This is an optimization exercise on Yosys and OpenROAD, whose aim is small area and a short achievable clock period, not a production implementation.
Where RTL was checked, it was by simulation tests only, not by an equivalence proof against the original.

==> zinc <==
## Main_module
module Main_module(
 input clk,
 input rst,
 input enable,
 input [9:0] target_vel,
 input [9:0] current_vel,
 input [3:0] Ki,
 output [3:0] Kp,
 output [3:0] Kd,
 output [9:0] vel_output
 );
clock: 22.0 ns
lec_check: 0
cap_margin: 20
core_margin: 2
core_utilization: 40
slew_margin: 20
run.sh (not shown) runs the stock make flow with config.mk's settings and CLKGATE_MAP_FILE= SYNTH_SCRIPT=/design/flow/synth_recipe.tcl, a recipe that flattens the netlist after the stock synthesis.
==> umber (differences from zinc) <==
--- a/flow/design.v
+++ b/flow/design.v
@@ -1,25 +1,21 @@
 `timescale 1ns / 1ps
 module Fuzzy_logic_based_tuner(
  input clk, rst, enable,
  input [10:0] err,
- input [10:0] D,
- input valid,
+ input [3:0] dmag,
+ input dneg,
  output reg [3:0] Kp, Kd
  );
    wire e_hi = ~err[10] & ((|err[9:4]) | (err[3:0] > 4'd10));
    wire e_lo =  err[10] & (~(&err[9:4]) | (err[3:0] < 4'd6));
    wire [3:0] e_abs = err[10] ? (4'd0 - err[3:0]) : err[3:0];
    wire [3:0] a = (e_hi | e_lo) ? 4'd10 : e_abs;
-   wire d_hi = ~D[10] & ((|D[9:4]) | (D[3:0] > 4'd10));
-   wire d_lo =  D[10] & (~(&D[9:4]) | (D[3:0] < 4'd6));
-   wire [3:0] d_abs = D[10] ? (4'd0 - D[3:0]) : D[3:0];
-   wire [3:0] b = (d_hi | d_lo) ? 4'd10 : d_abs;
-   wire same = ~(err[10] ^ D[10]);
+   wire same = ~(err[10] ^ dneg);
    reg [7:0] kpd;
    always @* begin
-      case ({same, a, b})
+      case ({same, a, dmag})
         9'd0: kpd = 8'h12;
         9'd1: kpd = 8'h13;
         9'd2: kpd = 8'h14;
         9'd3: kpd = 8'h15;
         9'd4: kpd = 8'h26;
@@ -266,85 +262,55 @@
    always @(posedge clk) begin
       if (rst) begin
          Kp <= 0;
          Kd <= 0;
       end else if (enable) begin
-         Kp <= valid ? kpd[7:4] : 4'd0;
-         Kd <= valid ? kpd[3:0] : 4'd0;
+         Kp <= kpd[7:4];
+         Kd <= kpd[3:0];
       end
    end
 endmodule
 `timescale 1ns / 1ps
 module PID_Controller(
  input clk, rst, en,
  input [9:0] target_vel,
  input [9:0] current_vel,
  input [3:0] Ki, Kp, Kd,
  output reg [10:0] err,
- output [10:0] D,
- output reg valid,
- output [9:0] vel_output
+ output reg [3:0] dmag,
+ output reg dneg,
+ output reg [9:0] vel_output
  );
-   reg [10:0] perr;
-   reg [9:0]  accb;
-   reg        pv, pvo;
+   reg [9:0] diff, acc;
+   reg       pv;
    wire [10:0] E = {1'b0, target_vel} - {1'b0, current_vel};
-   assign D = err - perr;
-   wire [9:0] diff = pvo ? D[9:0] : err[9:0];
-   wire [9:0] acc_s = accb + err[9:0];
-   wire [9:0] acc = pv ? acc_s : 10'd0;
-   wire [9:0] p0 = Kp[0] ? err[9:0] : 10'd0;
-   wire [9:0] p1 = Kp[1] ? {err[8:0], 1'b0} : 10'd0;
-   wire [9:0] p2 = Kp[2] ? {err[7:0], 2'b0} : 10'd0;
-   wire [9:0] p3 = Kp[3] ? {err[6:0], 3'b0} : 10'd0;
-   wire [9:0] d0 = Kd[0] ? diff : 10'd0;
-   wire [9:0] d1 = Kd[1] ? {diff[8:0], 1'b0} : 10'd0;
-   wire [9:0] d2 = Kd[2] ? {diff[7:0], 2'b0} : 10'd0;
-   wire [9:0] d3 = Kd[3] ? {diff[6:0], 3'b0} : 10'd0;
-   function [19:0] csa(input [9:0] a, input [9:0] b, input [9:0] c);
-      csa = {(a & b | a & c | b & c) << 1, a ^ b ^ c};
-   endfunction
-   wire [9:0] s1, c1, s2, c2, s3, c3, s4, c4, s5, c5, rs, rc;
-   assign {c1, s1} = csa(p0, p1, p2);
-   assign {c2, s2} = csa(d0, d1, d2);
-   assign {c3, s3} = csa(s1, c1, p3);
-   assign {c4, s4} = csa(s2, c2, d3);
-   assign {c5, s5} = csa(s3, c3, s4);
-   assign {rc, rs} = csa(s5, c5, c4);
-   reg [9:0] vs, vc;
-   wire go = en & ~rst;
-   wire [9:0] hs = rst ? 10'd0 : (en ? rs : vs);
-   wire [9:0] hc = rst ? 10'd0 : (en ? rc : vc);
-   wire [3:0] kg = Ki & {4{go}};
-   wire [9:0] i0 = kg[0] ? acc : 10'd0;
-   wire [9:0] i1 = kg[1] ? {acc[8:0], 1'b0} : 10'd0;
-   wire [9:0] i2 = kg[2] ? {acc[7:0], 2'b0} : 10'd0;
-   wire [9:0] i3 = kg[3] ? {acc[6:0], 3'b0} : 10'd0;
-   wire [9:0] s6, c6, s7, c7, s8, c8, ns, nc;
-   assign {c6, s6} = csa(i0, i1, i2);
-   assign {c7, s7} = csa(i3, hs, hc);
-   assign {c8, s8} = csa(s6, c6, s7);
-   assign {nc, ns} = csa(s8, c8, c7);
-   assign vel_output = vs + vc;
+   wire [10:0] D = E - err;
+   wire d_hi = ~D[10] & ((|D[9:4]) | (D[3:0] > 4'd10));
+   wire d_lo =  D[10] & (~(&D[9:4]) | (D[3:0] < 4'd6));
+   wire [3:0] d_abs = D[10] ? (4'd0 - D[3:0]) : D[3:0];
+   wire [3:0] d_mag = (d_hi | d_lo) ? 4'd10 : d_abs;
+   wire [9:0] vel_w = Kp * err[9:0] + Ki * acc + Kd * diff;
    always @(posedge clk) begin
-      vs <= ns;
-      vc <= nc;
-      accb <= pv ? acc_s : 10'd0;
       if (rst) begin
          err <= 0;
-         perr <= 0;
+         diff <= 0;
+         acc <= 0;
          pv <= 0;
-         pvo <= 0;
-         valid <= 0;
+         dmag <= 4'd15;
+         dneg <= 0;
+         vel_output <= 0;
       end else if (en) begin
+         vel_output <= vel_w;
          err <= E;
-         perr <= err;
+         diff <= pv ? D[9:0] : E[9:0];
+         acc <= acc + E[9:0];
          pv <= 1'b1;
-         pvo <= pv;
-         valid <= 1'b1;
+         dmag <= d_mag;
+         dneg <= D[10];
       end else begin
          pv <= 1'b0;
+         acc <= 0;
       end
    end
 endmodule
 `timescale 1ns / 1ps
 module Main_module(
@@ -356,16 +322,17 @@
  input [3:0] Ki,
  output [3:0] Kp,
  output [3:0] Kd,
  output [9:0] vel_output
  );
-   wire [10:0] err, D;
-   wire        valid;
+   wire [10:0] err;
+   wire [3:0]  dmag;
+   wire        dneg;
    PID_Controller XLXI_1 (.clk(clk), .rst(rst), .en(enable),
                           .target_vel(target_vel), .current_vel(current_vel),
                           .Ki(Ki), .Kp(Kp), .Kd(Kd),
-                          .err(err), .D(D), .valid(valid),
+                          .err(err), .dmag(dmag), .dneg(dneg),
                           .vel_output(vel_output));
    Fuzzy_logic_based_tuner XLXI_2 (.clk(clk), .rst(rst), .enable(enable),
-                                   .err(err), .D(D), .valid(valid),
+                                   .err(err), .dmag(dmag), .dneg(dneg),
                                    .Kp(Kp), .Kd(Kd));
 endmodule
==> impl_metrics.json <==
{
  "sh_seq_area_pct": 13.06,
  "r2r_slack_ps": 14270,
  "finish.cell_count_without_fillers": 1338,
  "firstDrtPassIters": 6,
  "pg_comb_mw": 0.239,
  "synthTopCellsByArea": "sky130_fd_sc_hd__fa_1 (15%), sky130_fd_sc_hd__dfxtp_1 (14%), sky130_fd_sc_hd__ha_1 (11%)",
  "hold_path_end": "XLXI_1.valid$_SDFFE_PP0P_",
  "drt-met1-wl_um": 11010,
  "synth.yosys.seq_area_share_pct": 14.41,
  "post_synth_instance_area_um2": 8337,
  "synth_area_in_compound_gates_pct": 20.34,
  "run_status": "timing/DRC/antenna clean"
}
Source of the figures above: zinc

==> impl_metrics.json <==
{
  "r2r_slack_ps": 16830,
  "drt-met1-wl_um": 9957,
  "finish.cell_count_without_fillers": 1202,
  "firstDrtPassIters": 5,
  "run_status": "timing/DRC/antenna clean",
  "synth.yosys.seq_area_share_pct": 14.07,
  "sh_seq_area_pct": 12.84,
  "synthTopCellsByArea": "sky130_fd_sc_hd__fa_1 (16%), sky130_fd_sc_hd__dfxtp_1 (14%), sky130_fd_sc_hd__ha_1 (12%)",
  "pg_comb_mw": 0.341,
  "hold_path_end": "XLXI_1.vel_output[4]$_SDFFE_PP0P_"
}
Source of the figures above: umber

No functional check of the RTL was part of zinc.

## port drivers added, routing unchanged
Ports are ideal in the flow. The routed layouts listed here were re-timed in OpenROAD.
Step 1 (the two cells are an assumption about what drives the block):
set clk [get_ports {clk}]
set_driving_cell -lib_cell sky130_fd_sc_hd__clkbuf_16 $clk
set_driving_cell -lib_cell sky130_fd_sc_hd__buf_2 [delete_from_list [all_inputs] $clk]
Step 2 adds t to the input delays and takes it off the output delays; t is the mean of the earliest and latest rising clock arrival at the registers after step 1. Input paths then give back, and output paths get back, about the clock's delay inside the block.
Three values: ideal ports, drivers, drivers and shift; two values: the first two.
run	t (ns)	slack for setup (ns)	worst setup path after step 2	latest minus earliest clock arrival (ns)	worst slew at a driven data input, ns
zinc	0.379	13.713 / 13.738 / 13.359	input to register	0.012 / 0.012	0.03
umber	0.363	12.576 / 12.598 / 12.234	input to register	0.007 / 0.007	0.03
After both steps setup and hold are still met in every run listed. For zinc, which loses most, drivers alone change the setup slack by +0.025 ns; drivers and shift together by -0.354 ns.
